This is an optimization exercise on Yosys and OpenROAD, whose aim is small area, not a production implementation. The RTL was checked by simulation tests, not by an equivalence proof against the original design. Power and IR drop assume default switching activity.

==> design/flow/design.v <==
module spi_front (
    input clk,
    input spi_clk_in,
    input rst_n,
    output spi_clk_o,
    output spi_clk_t,
    output spi_mosi_o,
    output spi_mosi_t,
    input spi_miso_i,
    input [31:0] data_mosi,
    output [31:0] data_miso,
    input spi_begin,
    input spi_wide,
    output spi_busy
);
localparam SPI_STATE_IDLE = 0;
localparam SPI_STATE_ACTIVE = 1;
reg spi_state;
reg [4:0] spi_bit_ptr;
reg spi_clk_gate;
reg spi_busy_r;
reg [31:0]spi_tx_data;
reg [31:0]spi_rx_data;
reg [31:0]spi_rx_data_r;
assign spi_busy = spi_busy_r;
reg spi_clk_q;
wire spi_clk_fall = spi_clk_q & ~spi_clk_in;
wire spi_clk_rise = ~spi_clk_q & spi_clk_in;
always @(posedge clk or negedge rst_n) begin
    if(~rst_n) begin
        spi_clk_q <= 1'b0;
    end else begin
        spi_clk_q <= spi_clk_in;
    end
end
assign spi_clk_o = spi_clk_in & spi_clk_gate;
always @(posedge clk or negedge rst_n) begin
    if(~rst_n) begin
        spi_state <= SPI_STATE_IDLE;
        spi_bit_ptr <= 3'b0;
        spi_clk_gate <= 1'b0;
        spi_busy_r <= 1'b0;
        spi_tx_data <= 8'b0;
        spi_rx_data_r <= 32'b0;
    end else if(spi_clk_fall) begin
        case (spi_state)
            SPI_STATE_IDLE:begin
                if(spi_begin)begin
                    spi_state <= SPI_STATE_ACTIVE;
                    spi_bit_ptr <= {{2{spi_wide}},3'h7};
                    spi_clk_gate <= 1'b1;
                    spi_busy_r <= 1'b1;
                    spi_tx_data <= data_mosi;
                end
            end
            SPI_STATE_ACTIVE:begin
                if(~|spi_bit_ptr)begin
                    spi_state <= SPI_STATE_IDLE;
                    spi_bit_ptr <= 3'h0;
                    spi_clk_gate <= 1'b0;
                    spi_busy_r <= 1'b0;
                    spi_rx_data_r <= spi_rx_data;
                end else begin
                    spi_bit_ptr <= spi_bit_ptr - 3'b1;
                end
            end
            default: begin
                spi_state <= SPI_STATE_IDLE;
                spi_bit_ptr <= 3'b0;
                spi_clk_gate <= 1'b0;
                spi_busy_r <= 1'b0; 
            end
        endcase
    end
end
reg spi_mosi_r;
assign spi_mosi_o = spi_mosi_r;
always @(*) begin
    case (spi_bit_ptr)
        5'd1: spi_mosi_r = spi_tx_data[1];
        5'd2: spi_mosi_r = spi_tx_data[2];
        5'd3: spi_mosi_r = spi_tx_data[3];
        5'd4: spi_mosi_r = spi_tx_data[4];
        5'd5: spi_mosi_r = spi_tx_data[5];
        5'd6: spi_mosi_r = spi_tx_data[6];
        5'd7: spi_mosi_r = spi_tx_data[7];
        5'd8: spi_mosi_r = spi_tx_data[8];
        5'd9: spi_mosi_r = spi_tx_data[9];
        5'd10: spi_mosi_r = spi_tx_data[10];
        5'd11: spi_mosi_r = spi_tx_data[11];
        5'd12: spi_mosi_r = spi_tx_data[12];
        5'd13: spi_mosi_r = spi_tx_data[13];
        5'd14: spi_mosi_r = spi_tx_data[14];
        5'd15: spi_mosi_r = spi_tx_data[15];
        5'd16: spi_mosi_r = spi_tx_data[16];
        5'd17: spi_mosi_r = spi_tx_data[17];
        5'd18: spi_mosi_r = spi_tx_data[18];
        5'd19: spi_mosi_r = spi_tx_data[19];
        5'd20: spi_mosi_r = spi_tx_data[20];
        5'd21: spi_mosi_r = spi_tx_data[21];
        5'd22: spi_mosi_r = spi_tx_data[22];
        5'd23: spi_mosi_r = spi_tx_data[23];
        5'd24: spi_mosi_r = spi_tx_data[24];
        5'd25: spi_mosi_r = spi_tx_data[25];
        5'd26: spi_mosi_r = spi_tx_data[26];
        5'd27: spi_mosi_r = spi_tx_data[27];
        5'd28: spi_mosi_r = spi_tx_data[28];
        5'd29: spi_mosi_r = spi_tx_data[29];
        5'd30: spi_mosi_r = spi_tx_data[30];
        5'd31: spi_mosi_r = spi_tx_data[31];
        default: spi_mosi_r = spi_tx_data[0];
    endcase
end
assign data_miso = spi_rx_data_r;
always @(posedge clk or negedge rst_n) begin
    if(~rst_n) begin
        spi_rx_data <= 8'b0;
    end else if(spi_clk_rise && spi_busy_r) begin
        spi_rx_data <= {spi_rx_data[30:0],spi_miso_i};
    end else begin
        spi_rx_data <= spi_rx_data;
    end
end
endmodule
module spi_host #
	(
		parameter C_S_AXIS_TDATA_WIDTH = 32,
		parameter integer C_S_AXI_DATA_WIDTH	= 32,
		parameter integer C_S_AXI_ADDR_WIDTH	= 8,
		parameter integer SPI_CS_WIDTH	= 16
	) (
	input spi_clk_i,
	output spi_clk_o,
	output spi_clk_t,
	input spi_mosi_i,
	output spi_mosi_o,
	output spi_mosi_t,
	input spi_miso_i,
	output spi_miso_o,
	output spi_miso_t,
	input [SPI_CS_WIDTH - 1:0]spi_cs_i,
	output [SPI_CS_WIDTH - 1:0]spi_cs_o,
	output [SPI_CS_WIDTH - 1:0]spi_cs_t,
	input  s_axi_aclk,
	input  s_axi_aresetn,
	input [C_S_AXI_ADDR_WIDTH-1 : 0] s_axi_awaddr,
	input  s_axi_awvalid,
	output  s_axi_awready,
	input [C_S_AXI_DATA_WIDTH-1 : 0] s_axi_wdata,
	input  s_axi_wvalid,
	output  s_axi_wready,
	output [1 : 0] s_axi_bresp,
	output  s_axi_bvalid,
	input  s_axi_bready,
	input [C_S_AXI_ADDR_WIDTH-1 : 0] s_axi_araddr,
	input  s_axi_arvalid,
	output  s_axi_arready,
	output [C_S_AXI_DATA_WIDTH-1 : 0] s_axi_rdata,
	output [1 : 0] s_axi_rresp,
	output  s_axi_rvalid,
	input  s_axi_rready,
	output  s_axis_tready,
	input [C_S_AXIS_TDATA_WIDTH-1 : 0] s_axis_tdata,
	input  s_axis_tlast,
	input  s_axis_tvalid,
	input  m_axis_tready,
	output [C_S_AXIS_TDATA_WIDTH-1 : 0] m_axis_tdata,
	output  m_axis_tlast,
	output  m_axis_tvalid
);
localparam integer OP_STATUS_ADDR = 0;
localparam integer DATA_ACCESS_ADDR = 4;
localparam integer SPI_CS_W1C_ADDR = 8;
localparam integer SPI_CHIP_SEL_ADDR = 12;
localparam integer SPI_CS_W1S_ADDR = 16;
localparam integer SPI_CTL_ADDR = 20;
localparam integer SPI_CLK_SPCL_ADDR = 24;
localparam integer SPI_BURST_CNT_ADDR = 28;
wire rst_n;
assign rst_n = s_axi_aresetn;
reg [C_S_AXI_ADDR_WIDTH-1:0]awaddr_r;
wire aw_success;
assign aw_success = s_axi_awvalid & s_axi_awready;
reg [C_S_AXI_ADDR_WIDTH-1:0]araddr_r;
wire ar_success;
assign ar_success = s_axi_arvalid & s_axi_arready;
wire spi_state_is_idle;
assign spi_state_is_idle = (spi_control_state == AXI_SPI_STATE_IDLE);
always @(posedge s_axi_aclk or negedge rst_n ) begin
	if(~rst_n)begin
		awaddr_r <= 0;
	end else if(spi_state_is_idle && aw_success) begin
		awaddr_r <= s_axi_awaddr;
	end else begin
		awaddr_r <= awaddr_r;
	end
end
always @(posedge s_axi_aclk or negedge rst_n ) begin
	if(~rst_n)begin
		araddr_r <= 0;
	end else if(ar_success) begin
		araddr_r <= s_axi_araddr;
	end else begin
		araddr_r <= araddr_r;
	end
end
wire [C_S_AXI_ADDR_WIDTH-1:0]awaddr_active;
assign awaddr_active = aw_success ? s_axi_awaddr : awaddr_r;
wire [C_S_AXI_ADDR_WIDTH-1:0]araddr_active;
assign araddr_active = ar_success ? s_axi_araddr : araddr_r;
reg [1:0] axi_mm_if_state ;
reg ar_ready;
wire r_valid;
assign r_valid = ~ar_ready;
assign s_axi_arready = ar_ready;
assign s_axi_rvalid = r_valid & spi_state_is_idle;
always @(posedge s_axi_aclk or negedge rst_n) begin
	if(~rst_n)begin
		ar_ready <= 1'b1;
	end else if(s_axi_arready && s_axi_arvalid) begin
		ar_ready <= 1'b0;
	end else if(s_axi_rready && s_axi_rvalid) begin
		ar_ready <= 1'b1;
	end
end
assign s_axi_rresp = 2'b0;
assign s_axi_awready = spi_state_is_idle;
assign s_axi_wready = spi_state_is_idle;
assign w_ready = spi_state_is_idle;
assign s_axi_bresp = 2'b0;
reg b_valid;
assign s_axi_bvalid = b_valid;
assign s_axi_bvalid = b_valid;
always @(posedge s_axi_aclk or negedge rst_n) begin
	if(~rst_n)begin
		b_valid <= 1'b0;
	end else if(s_axi_wready && s_axi_wvalid && ~b_valid) begin
		b_valid <= 1'b1;
	end else if(s_axi_bready && b_valid) begin
		b_valid <= 1'b0;
	end
end
wire w_success;
assign w_success = s_axi_wvalid & s_axi_wready;
wire r_success;
assign r_success = s_axi_rvalid & s_axi_rready;
localparam AXI_SPI_STATE_IDLE = 5;
localparam AXI_SPI_STATE_MM_ARMED = 0;
localparam AXI_SPI_STATE_MM_ACTIVE = 1;
localparam AXI_SPI_STATE_S_ARMED = 2;
localparam AXI_SPI_STATE_S_ACTIVE = 3;
reg [2:0]spi_control_state ;
	wire spi_mode_stream;
reg [31:0]spi_tx_data;
reg [31:0]spi_strm_b_len;
	wire spi_strm_b_len_nz;
	assign spi_strm_b_len_nz = |spi_strm_b_len;
reg spi_front_begin;
	wire spi_front_wide;
	assign spi_front_wide = spi_control_state[1];
	wire spi_front_busy;
reg s_axis_tready_r;
reg s_axis_tlast_r;
reg m_axis_tvalid_r;
reg m_axis_tlast_r;
assign s_axis_tready = s_axis_tready_r;
assign m_axis_tvalid = m_axis_tvalid_r;
assign m_axis_tlast = m_axis_tlast_r;
always @(posedge s_axi_aclk or negedge rst_n) begin
	if(~rst_n)begin
		s_axis_tlast_r <= 1'b0;
	end else if (s_axis_tvalid && s_axis_tready) begin
		s_axis_tlast_r <= s_axis_tlast;
	end
end
always @(posedge s_axi_aclk or negedge rst_n) begin
	if(~rst_n)begin
		spi_control_state <= AXI_SPI_STATE_IDLE;
		spi_tx_data <= 32'h0;
		spi_strm_b_len <= 32'h0;
		spi_front_begin <= 1'b0;
		s_axis_tready_r <= 1'b0;
		m_axis_tvalid_r <= 1'b0;
		m_axis_tlast_r <= 1'b0;
	end else begin
		case (spi_control_state)
			AXI_SPI_STATE_IDLE : begin
				if (w_success && awaddr_active == DATA_ACCESS_ADDR) begin
					spi_control_state <= AXI_SPI_STATE_MM_ARMED;
					spi_tx_data <= s_axi_wdata;
					spi_front_begin <= 1'b1;
				end else if (w_success && awaddr_active == SPI_BURST_CNT_ADDR) begin
					spi_control_state <= AXI_SPI_STATE_S_ARMED;
					spi_strm_b_len <= s_axi_wdata;
					spi_front_begin <= spi_strm_s2mm;
					s_axis_tready_r <= 1'b1;
					m_axis_tvalid_r <= 1'b0;
					m_axis_tlast_r <= 1'b0;
				end else begin
					if(s_axis_tvalid & s_axis_tready) begin
						s_axis_tready_r <= 1'b0;
					end
					if(m_axis_tvalid & m_axis_tready)begin
						m_axis_tvalid_r <= 1'b0; 
						m_axis_tlast_r <= 1'b0;
					end
				end
			end
			AXI_SPI_STATE_MM_ARMED : begin
				if (spi_front_busy) begin
					spi_control_state <= AXI_SPI_STATE_MM_ACTIVE;
					spi_front_begin <= 1'b0;
				end
			end
			AXI_SPI_STATE_MM_ACTIVE : begin
				if (~spi_front_busy) begin
					spi_control_state <= AXI_SPI_STATE_IDLE;
				end
			end
			AXI_SPI_STATE_S_ARMED : begin
				if (spi_front_busy) begin
					spi_control_state <= AXI_SPI_STATE_S_ACTIVE;
					spi_strm_b_len <= spi_strm_b_len - 32'b1;
					spi_front_begin <= 1'b0;
				end else if(s_axis_tvalid & s_axis_tready) begin
					spi_front_begin <= 1'b1;
					spi_tx_data <= stream_word_odrered;
					s_axis_tready_r <= 1'b0;
					m_axis_tvalid_r <= 1'b0;
				end else if(m_axis_tvalid & m_axis_tready)begin
					spi_front_begin <= 1'b1;
					s_axis_tready_r <= 1'b0;
					m_axis_tvalid_r <= 1'b0;
				end
			end
			AXI_SPI_STATE_S_ACTIVE : begin
				if (~spi_front_busy && spi_strm_b_len_nz) begin
					if(s_axis_tlast_r && ~spi_strm_s2mm) begin
						spi_control_state <= AXI_SPI_STATE_IDLE;
						spi_strm_b_len <= 32'h0;
						s_axis_tready_r <= 1'b1;
						m_axis_tvalid_r <= spi_strm_s2mm;
						m_axis_tlast_r <= spi_strm_s2mm;
					end else begin
						spi_control_state <= AXI_SPI_STATE_S_ARMED;
						s_axis_tready_r <= 1'b1;
						m_axis_tvalid_r <= spi_strm_s2mm;
					end
				end else if (~spi_front_busy && ~spi_strm_b_len_nz) begin
					spi_control_state <= AXI_SPI_STATE_IDLE;
					spi_strm_b_len <= 32'h0;
					s_axis_tready_r <= 1'b1;
					m_axis_tvalid_r <= spi_strm_s2mm;
					m_axis_tlast_r <= spi_strm_s2mm;
				end
			end 
			default: begin
				spi_control_state <= AXI_SPI_STATE_IDLE;
				spi_tx_data <= 32'h0;
				spi_strm_b_len <= 32'h0;
				spi_front_begin <= 1'b0;
				s_axis_tready_r <= 1'b0;
				m_axis_tvalid_r <= 1'b0;
				m_axis_tlast_r <= 1'b0;
			end
		endcase
	end
end
reg [15:0]spi_ctl_reg;
	always @(posedge s_axi_aclk or negedge rst_n) begin
		if(~rst_n)begin
			spi_ctl_reg <= 0;
		end else if(w_success && awaddr_active == SPI_CTL_ADDR && spi_state_is_idle)begin
			spi_ctl_reg <= s_axi_wdata[15:0];
		end else begin
			spi_ctl_reg <= spi_ctl_reg;
		end
	end
wire spi_strm_s2mm;
assign spi_strm_s2mm = spi_ctl_reg[15];
wire [4:0]stream_byte_order;
assign stream_byte_order = spi_ctl_reg[4:0];
localparam STREAM_BYTE_ORDER_0123 = 5'd0;
localparam STREAM_BYTE_ORDER_0132 = 5'd1;
localparam STREAM_BYTE_ORDER_0213 = 5'd2;
localparam STREAM_BYTE_ORDER_0231 = 5'd3;
localparam STREAM_BYTE_ORDER_0312 = 5'd4;
localparam STREAM_BYTE_ORDER_0321 = 5'd5;
localparam STREAM_BYTE_ORDER_1023 = 5'd6;
localparam STREAM_BYTE_ORDER_1032 = 5'd7;
localparam STREAM_BYTE_ORDER_1203 = 5'd8;
localparam STREAM_BYTE_ORDER_1230 = 5'd9;
localparam STREAM_BYTE_ORDER_1302 = 5'd10;
localparam STREAM_BYTE_ORDER_1320 = 5'd11;
localparam STREAM_BYTE_ORDER_2013 = 5'd12;
localparam STREAM_BYTE_ORDER_2031 = 5'd13;
localparam STREAM_BYTE_ORDER_2103 = 5'd14;
localparam STREAM_BYTE_ORDER_2130 = 5'd15;
localparam STREAM_BYTE_ORDER_2301 = 5'd16;
localparam STREAM_BYTE_ORDER_2310 = 5'd17;
localparam STREAM_BYTE_ORDER_3012 = 5'd18;
localparam STREAM_BYTE_ORDER_3021 = 5'd19;
localparam STREAM_BYTE_ORDER_3102 = 5'd20;
localparam STREAM_BYTE_ORDER_3120 = 5'd21;
localparam STREAM_BYTE_ORDER_3201 = 5'd22;
localparam STREAM_BYTE_ORDER_3210 = 5'd23;
reg [31:0] stream_word_odrered;
always @ (*)begin
	case (stream_byte_order)
		STREAM_BYTE_ORDER_0123 : stream_word_odrered = {s_axis_tdata[7:0], s_axis_tdata[15:8], s_axis_tdata[23:16], s_axis_tdata[31:24]};
		STREAM_BYTE_ORDER_0132 : stream_word_odrered = {s_axis_tdata[7:0], s_axis_tdata[15:8], s_axis_tdata[31:24], s_axis_tdata[23:16]};
		STREAM_BYTE_ORDER_0213 : stream_word_odrered = {s_axis_tdata[7:0], s_axis_tdata[23:16], s_axis_tdata[15:8], s_axis_tdata[31:24]};
		STREAM_BYTE_ORDER_0231 : stream_word_odrered = {s_axis_tdata[7:0], s_axis_tdata[23:16], s_axis_tdata[31:24], s_axis_tdata[15:8]};
		STREAM_BYTE_ORDER_0312 : stream_word_odrered = {s_axis_tdata[7:0], s_axis_tdata[31:24], s_axis_tdata[15:8], s_axis_tdata[23:16]};
		STREAM_BYTE_ORDER_0321 : stream_word_odrered = {s_axis_tdata[7:0], s_axis_tdata[31:24], s_axis_tdata[23:16], s_axis_tdata[15:8]};
		STREAM_BYTE_ORDER_1023 : stream_word_odrered = {s_axis_tdata[15:8], s_axis_tdata[7:0], s_axis_tdata[23:16], s_axis_tdata[31:24]};
		STREAM_BYTE_ORDER_1032 : stream_word_odrered = {s_axis_tdata[15:8], s_axis_tdata[7:0], s_axis_tdata[31:24], s_axis_tdata[23:16]};
		STREAM_BYTE_ORDER_1203 : stream_word_odrered = {s_axis_tdata[15:8], s_axis_tdata[23:16], s_axis_tdata[7:0], s_axis_tdata[31:24]};
		STREAM_BYTE_ORDER_1230 : stream_word_odrered = {s_axis_tdata[15:8], s_axis_tdata[23:16], s_axis_tdata[31:24], s_axis_tdata[7:0]};
		STREAM_BYTE_ORDER_1302 : stream_word_odrered = {s_axis_tdata[15:8], s_axis_tdata[31:24], s_axis_tdata[7:0], s_axis_tdata[23:16]};
		STREAM_BYTE_ORDER_1320 : stream_word_odrered = {s_axis_tdata[15:8], s_axis_tdata[31:24], s_axis_tdata[23:16], s_axis_tdata[7:0]};
		STREAM_BYTE_ORDER_2013 : stream_word_odrered = {s_axis_tdata[23:16], s_axis_tdata[7:0], s_axis_tdata[15:8], s_axis_tdata[31:24]};
		STREAM_BYTE_ORDER_2031 : stream_word_odrered = {s_axis_tdata[23:16], s_axis_tdata[7:0], s_axis_tdata[31:24], s_axis_tdata[15:8]};
		STREAM_BYTE_ORDER_2103 : stream_word_odrered = {s_axis_tdata[23:16], s_axis_tdata[15:8], s_axis_tdata[7:0], s_axis_tdata[31:24]};
		STREAM_BYTE_ORDER_2130 : stream_word_odrered = {s_axis_tdata[23:16], s_axis_tdata[15:8], s_axis_tdata[31:24], s_axis_tdata[7:0]};
		STREAM_BYTE_ORDER_2301 : stream_word_odrered = {s_axis_tdata[23:16], s_axis_tdata[31:24], s_axis_tdata[7:0], s_axis_tdata[15:8]};
		STREAM_BYTE_ORDER_2310 : stream_word_odrered = {s_axis_tdata[23:16], s_axis_tdata[31:24], s_axis_tdata[15:8], s_axis_tdata[7:0]};
		STREAM_BYTE_ORDER_3012 : stream_word_odrered = {s_axis_tdata[31:24], s_axis_tdata[7:0], s_axis_tdata[15:8], s_axis_tdata[23:16]};
		STREAM_BYTE_ORDER_3021 : stream_word_odrered = {s_axis_tdata[31:24], s_axis_tdata[7:0], s_axis_tdata[23:16], s_axis_tdata[15:8]};
		STREAM_BYTE_ORDER_3102 : stream_word_odrered = {s_axis_tdata[31:24], s_axis_tdata[15:8], s_axis_tdata[7:0], s_axis_tdata[23:16]};
		STREAM_BYTE_ORDER_3120 : stream_word_odrered = {s_axis_tdata[31:24], s_axis_tdata[15:8], s_axis_tdata[23:16], s_axis_tdata[7:0]};
		STREAM_BYTE_ORDER_3201 : stream_word_odrered = {s_axis_tdata[31:24], s_axis_tdata[23:16], s_axis_tdata[7:0], s_axis_tdata[15:8]};
		STREAM_BYTE_ORDER_3210 : stream_word_odrered = {s_axis_tdata[31:24], s_axis_tdata[23:16], s_axis_tdata[15:8], s_axis_tdata[7:0]};
		default: stream_word_odrered = {s_axis_tdata[7:0], s_axis_tdata[15:8], s_axis_tdata[23:16], s_axis_tdata[31:24]};
	endcase
end
	reg [15:0]spi_clk_pscl;
	reg [3:0]spi_clk_pscl_sel;
	reg spi_clk_gen;
	always @(posedge s_axi_aclk or negedge rst_n) begin
		if(~rst_n)begin
			spi_clk_pscl_sel <= 1;
		end else if(w_success && awaddr_active == SPI_CLK_SPCL_ADDR && spi_state_is_idle)begin
			spi_clk_pscl_sel <= s_axi_wdata[3:0];
		end else begin
			spi_clk_pscl_sel <= spi_clk_pscl_sel;
		end
	end
	always @(*)begin
		case(spi_clk_pscl_sel)
		4'h0: spi_clk_gen = 1'b0;
		4'h1: spi_clk_gen = spi_clk_pscl[0];
		4'h2: spi_clk_gen = spi_clk_pscl[1];
		4'h3: spi_clk_gen = spi_clk_pscl[2];
		4'h4: spi_clk_gen = spi_clk_pscl[3];
		4'h5: spi_clk_gen = spi_clk_pscl[4];
		4'h6: spi_clk_gen = spi_clk_pscl[5];
		4'h7: spi_clk_gen = spi_clk_pscl[6];
		4'h8: spi_clk_gen = spi_clk_pscl[7];
		4'h9: spi_clk_gen = spi_clk_pscl[8];
		4'hA: spi_clk_gen = spi_clk_pscl[9];
		4'hB: spi_clk_gen = spi_clk_pscl[10];
		4'hC: spi_clk_gen = spi_clk_pscl[11];
		4'hD: spi_clk_gen = spi_clk_pscl[12];
		4'hE: spi_clk_gen = spi_clk_pscl[13];
		4'hF: spi_clk_gen = spi_clk_pscl[14];
		default: spi_clk_gen = spi_clk_pscl[15];
		endcase
	end
	always @(posedge s_axi_aclk or negedge rst_n) begin
		if(~rst_n)begin
			spi_clk_pscl <= 16'b0;
		end else begin
			spi_clk_pscl <= spi_clk_pscl + 1;
		end
	end
	reg [SPI_CS_WIDTH-1:0]chip_sel_r;
	always @(posedge s_axi_aclk or negedge rst_n) begin
		if(~rst_n)begin
			chip_sel_r <= 16'hFFFF;
		end else if(w_success && awaddr_active == SPI_CHIP_SEL_ADDR && spi_state_is_idle)begin
			chip_sel_r <= s_axi_wdata[SPI_CS_WIDTH-1:0];
		end else if(w_success && awaddr_active == SPI_CS_W1C_ADDR && spi_state_is_idle)begin
			chip_sel_r <= chip_sel_r & ~s_axi_wdata[SPI_CS_WIDTH-1:0];
		end else if(w_success && awaddr_active == SPI_CS_W1S_ADDR && spi_state_is_idle)begin
			chip_sel_r <= chip_sel_r | s_axi_wdata[SPI_CS_WIDTH-1:0];
		end else begin
			chip_sel_r <= chip_sel_r;
		end
	end
	assign spi_cs_o = chip_sel_r;
wire [31:0]spi_front_tx_data;
assign spi_front_tx_data = spi_tx_data | {32{spi_strm_s2mm}};
wire [31:0]spi_front_rx_data;
assign m_axis_tdata = {spi_front_rx_data[7:0],spi_front_rx_data[15:8],spi_front_rx_data[23:16],spi_front_rx_data[31:24]};
spi_front front(
    .clk(s_axi_aclk),
    .spi_clk_in(spi_clk_gen),
    .rst_n(rst_n),
    .spi_clk_o(spi_clk_o),
    .spi_mosi_o(spi_mosi_o),
    .spi_miso_i(spi_miso_i),
    .data_mosi(spi_front_tx_data),
    .data_miso(spi_front_rx_data),
    .spi_begin(spi_front_begin),
    .spi_wide(spi_front_wide),
    .spi_busy(spi_front_busy)
);
assign spi_clk_t = 1'b0; 
assign spi_mosi_t = 1'b0; 
assign spi_miso_t = 1'b1; 
assign spi_miso_o = 1'b1; 
assign spi_cs_t = 16'b0; 
reg [C_S_AXI_DATA_WIDTH-1:0]s_axi_rdata_r;
assign s_axi_rdata = s_axi_rdata_r;
	always @(*) begin
		case (araddr_active)
			DATA_ACCESS_ADDR : s_axi_rdata_r = spi_front_rx_data ; 	 
			SPI_CHIP_SEL_ADDR : s_axi_rdata_r = {16'h0,chip_sel_r} ;		 
			OP_STATUS_ADDR : s_axi_rdata_r = {31'h000,spi_front_busy} ;	 
			SPI_CLK_SPCL_ADDR : s_axi_rdata_r = {20'h000,spi_clk_pscl_sel};  
			SPI_CTL_ADDR : s_axi_rdata_r = {16'h000,spi_ctl_reg};  
			default: s_axi_rdata_r = 32'h67676767;
		endcase
	end
endmodule
==> design/flow/run.sh <==
#!/bin/bash
# synth_recipe.tcl (not shown) runs the flow's synth.tcl, then flattens the netlist and writes it again
# the make line also repeats each setting of config.mk as NAME=value (left out here)
make -C /OpenROAD-flow-scripts/flow DESIGN_CONFIG=/design/flow/config.mk WORK_HOME=/design/flow/orfs CLKGATE_MAP_FILE= SYNTH_SCRIPT=/design/flow/synth_recipe.tcl finish
==> design/flow/config.mk <==
export PLATFORM = sky130hd
export DESIGN_NAME = spi_host
export DESIGN_NICKNAME = spi_host
export VERILOG_FILES = /design/flow/design.v
export SDC_FILE = /design/flow/constraint.sdc
export NUM_CORES = 4
export LEC_CHECK = 0
export CAP_MARGIN = 20
export CORE_MARGIN = 2
export CORE_UTILIZATION = 40
export PLACE_DENSITY = 0.6
export SLEW_MARGIN = 20
==> design/flow/constraint.sdc <==
create_clock -name core_clock -period 10.0 [get_ports {s_axi_aclk}]
set_input_delay 2.0000 -clock core_clock [delete_from_list [all_inputs] [get_ports {s_axi_aclk}]]
set_output_delay 2.0000 -clock core_clock [all_outputs]
set_load 0.01 [all_outputs]
==> summary.txt <==
# DRC: 0
Hold WS: 0.472 ns
Final GP Congestion: 0.922
Yosys cell types: 74
chip height: 189 µm
pin slew with the least headroom to its limit: 1.09 ns
top_reg_cell synth: dfrtp_1
fin cells: 2047
Post-synth EDFFs: 0
cell family with most CP delay: buffers and inverters
Mapped Cells: 1459
H-tree Lvls: 1
minimum clock period: 7.59 ns
Pleak: 6.90 nW
most common cell type on the critical path: clkdlybuf4s50_1
met2 routed WL: 18500 µm
cell depth of the worst setup path: 9
Crit. End Element: output port
setup TNS: 0 ns
antenna violations before repair: 0
WS Path Type: input pin to output port
antenna cells: 0
Setup Fix Bufs, Post-CTS: 0
Setup-failing EPs final: 0
Post-Route Utilization: 49.4%
Critical-path top delay cell: a211oi_4
drt via density: 5.77
highest metal used: met4
WL met1: 18900 µm
top post-synthesis cells by count: dfrtp_1, nor2_1, nand2_1
mapped cell area: 13700 µm²
Final Hold Violating Endpoints: 0
Post-CTS Hold Buffers: 0
Num CTS Buffers: 28
YS warnings: 3
P per Cell Area: 241 nW/µm²
routed wire length: 41100 µm
Die Footprint: 35600 µm²
Peak VDD IR: 0.142 mV
gr usage total: 22.7%
max-cap violations: 0
Hold/Removal Path Class: register to register
data required time of the critical path: 8.00 ns
Die X: 189 µm
#FFs+latches synth: 245
root buffer cell: clkbuf_16
largest net degree at the start of global routing: 99
RSZ-0062 raised after global routing: no
Worst-path clk slew: 0.06 ns
Worst Setup Start Kind: input pin
CP max stage delay: 0.66 ns
Post-DRT Antenna Nets: 0
CORE AREA: 33600 µm²
clock sink total: 245
final net count: 1694
ranking of synthesized cells by area: dfrtp_1, mux2_2, a21oi_1
worst reg2reg path depth: 7
num rows: 67
drt pass-1 iters: 8
most common cell in the netlist: dfrtp_1
PostCTS Resize Cnt: 0
layout cells sized above 1: 12.6%
Vias: 11800
Period Utilization, post-route: 75.9%
total power: 4.00 mW
vias in the first global route: 11100
metal3 WL: 2890 µm
CTS tree: yes
hold path cells: 1
WL/cell: 20.1 µm
GRT overflow: 0
sequential-to-total area share from yosys stat: 45.1%
CP bufs+invs: 3
starting density of the core: 40.6%
I/O pins: 223
Post-synth ARST share: 100%
Syn Area/Cell: 9.36 µm²
P&R area growth vs syn: 21.5%
Iter 0 DRT Violations: 1111
Relative slew margins: 27.3%
post-synth top area cell: dfrtp_1
Worst Path Arrival: 5.59 ns
number of port buffers: 180
Post-DP HPWL: 28800 µm
Worst Skew: 0.0199 ns
cell chain of the critical path: clkdlybuf4s50_1 > nand2_1 > mux2i_1 > inv_1 > nor2_1 > nor3_1 > a211oi_4 > o21ai_0 > clkdlybuf4s50_1
r2r setup slk: 6.20 ns
clk buf depth: 3
CP Max Fanout: 20
Clock Latency Late Sink: 0.56 ns
fill count: 3169
Fmax achieved: 132 MHz
Synth top area share: 41.2%
Max Slew Vio Count: 0
# placed instances: 1995
first-pass GRT wire length: 64600 µm
outcome: complete, no violations
final timing paths:
path | from | to
max in group asynchronous | s_axi_aresetn | spi_strm_b_len[11]
worst min-delay path | spi_clk_pscl[14] | spi_clk_pscl[14]
min in group asynchronous | s_axi_aresetn | b_valid
worst max-delay path | s_axi_arvalid | s_axi_rdata[6]
worst max register to register | spi_control_state[2] | spi_strm_b_len[1]
worst min register to register | spi_clk_pscl[14] | spi_clk_pscl[14]
worst reg2reg max path: stages (launching register included):
cell,delay [ns]
dfstp_2,0.67
and3b_2,0.29
buf_4,0.64
o211ai_1,0.37
a2111o_1,0.60
a221o_4,0.72
a211oi_1,0.31
a21oi_1,0.07
power by group:
group / total (mW) / internal (mW) / switching [mW]
clock network: 1.11 / 0.692 / 0.418
logic: 1.45 / 0.591 / 0.859
registers: 1.44 / 1.23 / 0.210
logic make-up (layout without fill, tap and decap cells):
kind of cell,after synthesis,count (layout),share of synthesized area (%)
xor+xnor,17,17,1.09
fa+ha+maj,8,8,0.733
flops,245,245,45.1
mux,119,119,9.96
other cells,2,24,0.0550
buf+inv,150,268,5.48
simple gates,457,457,15.2
compound gates,461,461,22.4
layout make-up:
type | count | area [µm²] | share of cell area [%]
Sequential cell | 245 | 6160 | 37.1
Multi-Input combinational cell | 1086 | 6870 | 41.4
Tap cell | 448 | 561 | 3.38
Clock buffer | 43 | 817 | 4.92
Timing Repair Buffer | 194 | 1920 | 11.5
Inverter | 22 | 82.6 | 0.497
Clock inverter | 9 | 195 | 1.18
metal layers:
| layer | GRT usage (%) | up-vias |
|---|---|---|
| li1 | - | 5528 |
| met1 | 33.5 | 5811 |
| met2 | 35.0 | 417 |
| met3 | 4.06 | 49 |
| met4 | 4.78 | 0 |
| met5 | 0 | - |
cell usage in the layout (no fill, tap or decap), types with 13 or more instances in the layout:
cell type and n:
nor2_1 163, nand2b_1 17, nor3_1 24, buf_4 13, nand3_1 33, mux2_2 99
o21ai_1 40, conb_1 24, a22oi_1 31, nand2_1 144, a22o_1 47, a21oi_1 134
clkdlybuf4s50_1 179, o21ai_0 63, a31oi_1 24, nor2b_1 15, clkbuf_16 28, dfstp_2 20
inv_1 22, dfrtp_1 225, mux2i_1 15, a222oi_1 26
through the flow:
step | instance area, µm² | setup slack [ns]
2_1_floorplan | 13700 | 4.11
3_3_place_gp | 15600 | 2.26
3_5_place_dp | 15600 | 2.21
4_1_cts | 16600 | 2.10
5_1_grt | 16600 | 2.09
6_report | 16600 | 2.41

what the ideal ports hide:
Ports are ideal in the flow. The routed layout listed here was re-timed in OpenROAD.
Step 1, drivers: a clkbuf_16 drives s_axi_aclk and a buf_2 each remaining input, both assumed.
Step 2, shift: input delay + t, output delay - t, t = (earliest + latest rising clock arrival at the registers) / 2. This alone moves slack from input paths to output paths.
a / b / c = ideal ports / drivers / drivers and shift; a / b = the first two.
shift t [ns]: 0.601
setup slack, ns: 2.409 / 2.382 / 2.382
latest minus earliest clock arrival (ns): 0.022 / 0.022
worst slew at a driven data input, ns: 0.06
After both steps setup and hold are still met in this run. For this run, drivers alone change the setup slack by -0.027 ns; drivers and shift together by -0.027 ns.
